This is an optimization exercise on Yosys and OpenROAD, whose aim is small area, a short achievable clock period and few clock cycles, not a production implementation.
Function was checked by simulation only, so behaviour that the tests miss may differ from the original.
No activity file was given, so power comes from the tool's default toggle rates.

== wip/nickel ==
// proc
module proc (
    clk, rst,
    imem_addr, imem_rd, imem_rdata,
    dmem_addr, dmem_wdata, dmem_wr, dmem_rd, dmem_rdata,
    wb_en, wb_reg, wb_data, st_en, st_addr, st_data, halt
    );
    input  wire        clk;
    input  wire        rst;
    output wire [15:0] imem_addr;
    output wire        imem_rd;
    input  wire [15:0] imem_rdata;
    output wire [15:0] dmem_addr;
    output wire [15:0] dmem_wdata;
    output wire        dmem_wr;
    output wire        dmem_rd;
    input  wire [15:0] dmem_rdata;
    output wire        wb_en;
    output wire [2:0]  wb_reg;
    output wire [15:0] wb_data;
    output wire        st_en;
    output wire [15:0] st_addr;
    output wire [15:0] st_data;
    output wire        halt;
    function stop_op;
        input [15:0] i;
        begin
            stop_op = (i[15:13] == 3'b001) | (i[15:11] == 5'b00000) |
                      ((i[15:13] == 3'b011) & (i[11] & ~i[12] | i[7]));
        end
    endfunction
    reg  [15:1] fa;               
    reg         issue;            
    reg         l1, l2;           
    reg         iv1, iv2;         
    reg  [1:0]  ib1, ib2;         
    reg         fstop;            
    reg  [15:0] q0, b0, b1, b2;
    reg         qv;               
    reg  [1:0]  bc;               
    reg  [1:0]  rp, wp;           
    reg         mA_E, mA_M1, mA_M2, mA_M3, mB_E, mB_M1, mB_M2, mB_M3;
    reg  [15:1] pcd;              
    reg         dstop;            
    reg         pcd_fa;           
    reg  [15:0] rf [0:7];
    reg  [7:0]  rfv;              
    reg         ev;
    reg  [15:0] eA, eB;
    reg  [7:0]  eimm;
  ...
Size: about 440 flip-flops, about 140 I/O pins, roughly 24000 um2 of cells after synthesis.
Settings: LEC_CHECK=0, ABC_AREA=1, CAP_MARGIN=20, CORE_MARGIN=2, CORE_UTILIZATION=40, CTS_CLUSTER_DIAMETER=90, CTS_CLUSTER_SIZE=30, SLEW_MARGIN=20; clock period 12.0 ns.
standard.sh (not shown) runs the stock make flow with config.mk's settings and CLKGATE_MAP_FILE= SYNTH_SCRIPT=/design/flow/synth_recipe.tcl, a recipe that flattens the netlist after the stock synthesis.
==> flow/flow/run.sh <==
#!/bin/bash
set -euo pipefail
bash standard.sh SETUP_SLACK_MARGIN=8 finish > make.log 2>&1
wip/nickel: done, clean on timing, DRC and antenna
Testbench counts of wip/nickel, summed over its fixed seeds: cycles 109,283.
Input-level comparison between wip/zinc and wip/nickel:
==> flow/flow/run.sh <==
#!/bin/bash
set -euo pipefail
bash standard.sh SETUP_SLACK_MARGIN=8.5 finish > make.log 2>&1
-- flow/config.mk --
<<< wip/nickel, line 10
export CORE_MARGIN = 2
export CORE_UTILIZATION = 40
export CTS_CLUSTER_DIAMETER = 90
export CTS_CLUSTER_SIZE = 30
export SLEW_MARGIN = 20
>>> wip/zinc, line 10
export CORE_MARGIN = 2
export CORE_UTILIZATION = 40
export SLEW_MARGIN = 20
Notes after the runs:
- Compared with wip/nickel, wip/zinc shows a path length in cells of the critical path that is 30 higher.
- Comparing wip/nickel and wip/zinc, the lower fraction of layout instances using a drive strength above 1 is on wip/nickel.
- Compared wip/nickel against wip/zinc; number of enable-type register cells in the synthesized netlist within noise.
- Share of cell area taken by flip-flops and latches: wip/zinc lower than wip/nickel
- STATUS post-placement worst setup slack: wip/zinc wins against wip/nickel
> inputs changed (wip/zinc -> wip/amber)
==> flow/flow/run.sh <==
#!/bin/bash
set -euo pipefail
bash standard.sh SETUP_SLACK_MARGIN=8 finish > make.log 2>&1
-- flow/config.mk --
<<< wip/zinc, line 9
export CAP_MARGIN = 20
export CORE_MARGIN = 2
export CORE_UTILIZATION = 40
export SLEW_MARGIN = 20
>>> wip/amber, line 9
export CAP_MARGIN = 20
export CORE_MARGIN = 2
export CORE_UTILIZATION = 55
export SLEW_MARGIN = 20
Notes after the runs:
The hold slack was comparable across wip/zinc and wip/amber.
On wip/amber: average wire length per cell after detail routing is about 2% higher than what wip/zinc gave.
wip/amber ended with every stage complete and zero timing, DRC or antenna violations.
Between wip/amber and wip/zinc, it is wip/amber whose combinational group share of total power is lower, by 1.0 points.
Cmp wip/zinc and wip/amber / data required time at the worst endpoint / lower: wip/amber
Capture point of the critical path = mB_M3: wip/zinc; capture point of the critical path = st_addr[13]: wip/amber
wip/amber against wip/zinc: initial antenna violation count climbed 2, maximum frequency from static timing analysis dropped 5.6%.
Inputs modified between wip/amber and wip/juniper:
-- flow/config.mk --
<<< wip/amber, line 9
export CAP_MARGIN = 20
export CORE_MARGIN = 2
export CORE_UTILIZATION = 55
export SLEW_MARGIN = 20
>>> wip/juniper, line 9
export CAP_MARGIN = 20
export CORE_MARGIN = 2
export CORE_UTILIZATION = 40
export CTS_CLUSTER_DIAMETER = 90
export CTS_CLUSTER_SIZE = 24
export SLEW_MARGIN = 20
### Flow results
Summary of wip/juniper over wip/amber: power per cell area shows a reduction of 6.8%, area growth from synthesis to final layout shows a reduction of 3.7 points, sequential power shows no meaningful change, tightest slew margin relative to the limit shows an increase of 0.56 points, footprint of the multi-input gates shows a reduction of about 1.3%. Reported for wip/juniper and wip/amber, number of max-slew violations in the final report turned out identical to the last digit.
What wip/umber does differently from wip/juniper at the input level:
-- flow/config.mk --
<<< wip/juniper, line 6
export NUM_CORES = 4
export LEC_CHECK = 0
export ABC_AREA = 1
export CAP_MARGIN = 20
export CORE_MARGIN = 2
>>> wip/umber, line 6
export NUM_CORES = 4
export LEC_CHECK = 0
export CAP_MARGIN = 20
export CORE_MARGIN = 2
### Flow results
Part of the power in registers was higher in the run labelled wip/umber. Non-clock buffer count delta for wip/umber relative to wip/juniper: about 24% higher. Combinational share of power sits lower in wip/umber than in wip/juniper. Switching power of the nets: lower on wip/umber.

---

Starting RTL as in the previous note.
export LEC_CHECK = 0
export ABC_AREA = 1
export CAP_MARGIN = 20
export CORE_MARGIN = 2
export CORE_UTILIZATION = 40
export CTS_CLUSTER_DIAMETER = 90
export CTS_CLUSTER_SIZE = 24
export SLEW_MARGIN = 20
create_clock -name core_clock -period 12.0 [get_ports {clk}]
==> flow/flow/run.sh <==
#!/bin/bash
set -euo pipefail
bash standard.sh SETUP_SLACK_MARGIN=8.25 finish > make.log 2>&1
The first run finished with timing, DRC and antenna clean.
Testbench counts at the start, summed over its fixed seeds: cycles 109,283.
Change:
==> flow/flow/run.sh (replaced) <==
#!/bin/bash
set -euo pipefail
bash standard.sh SETUP_SLACK_MARGIN=7.5 finish > make.log 2>&1
- CTS_CLUSTER_DIAMETER: 90 -> not set
- CTS_CLUSTER_SIZE: 24 -> not set
What happened: The new run ran to the end with no violations. Wire length went down by 2.9%. Fmax fell by about 12%. Design area drops by 2.2%. Via count shrinks by about 1.5%. Core utilization falls by 1.0 points. Final cell count drops by 0.51%. Clock power grows by about 54%.

==> afterwards: timing with drivers on the ports <==
The flow's constraints put no driver on any port. The routed layouts listed below were extracted and timed again, unchanged, in two steps. Step 1 assumes that a clkbuf_16 drives the clock port and a buf_2 every other input. Step 2 moves the port delays by t, midway between the first and last clock arrival at a register: inputs arrive t later, outputs are due t later. That takes back most of the time a late clock gives input paths. a / b / c = ideal / step 1 / step 2; a / b = the first two.
| run | shift t [ns] | setup WS [ns] | worst hold slack (ns) | latest minus earliest clock arrival (ns) | worst register clock-pin slew, ns |
|---|---|---|---|---|---|
| wip/nickel | 0.651 | 8.015 / 7.954 / 7.650 | 0.351 / 0.351 / 0.351 | 0.046 / 0.045 | 0.12 / 0.12 |
| wip/zinc | 0.658 | 8.235 / 8.235 / 7.764 | 0.331 / 0.331 / 0.331 | 0.018 / 0.018 | 0.07 / 0.07 |
| wip/amber | 0.649 | 8.010 / 7.950 / 7.833 | 0.329 / 0.329 / 0.329 | 0.045 / 0.045 | 0.07 / 0.07 |
| wip/juniper | 0.649 | 8.034 / 7.975 / 7.643 | 0.339 / 0.339 / 0.339 | 0.034 / 0.033 | 0.11 / 0.11 |
| wip/umber | 0.637 | 7.407 / 7.407 / 7.407 | 0.347 / 0.347 / 0.347 | 0.035 / 0.035 | 0.11 / 0.11 |
| the first run of note 2 | 0.654 | 8.220 / 8.213 / 7.636 | 0.331 / 0.331 / 0.331 | 0.032 / 0.032 | 0.11 / 0.11 |
| the second run of note 2 | 0.657 | 7.708 / 7.649 / 7.586 | 0.326 / 0.326 / 0.326 | 0.023 / 0.023 | 0.06 / 0.06 |
After both steps every run listed still meets setup and hold. The setup slack of the first run of note 2, which loses most, moves by -0.007 ns with the drivers and by -0.584 ns with both steps.
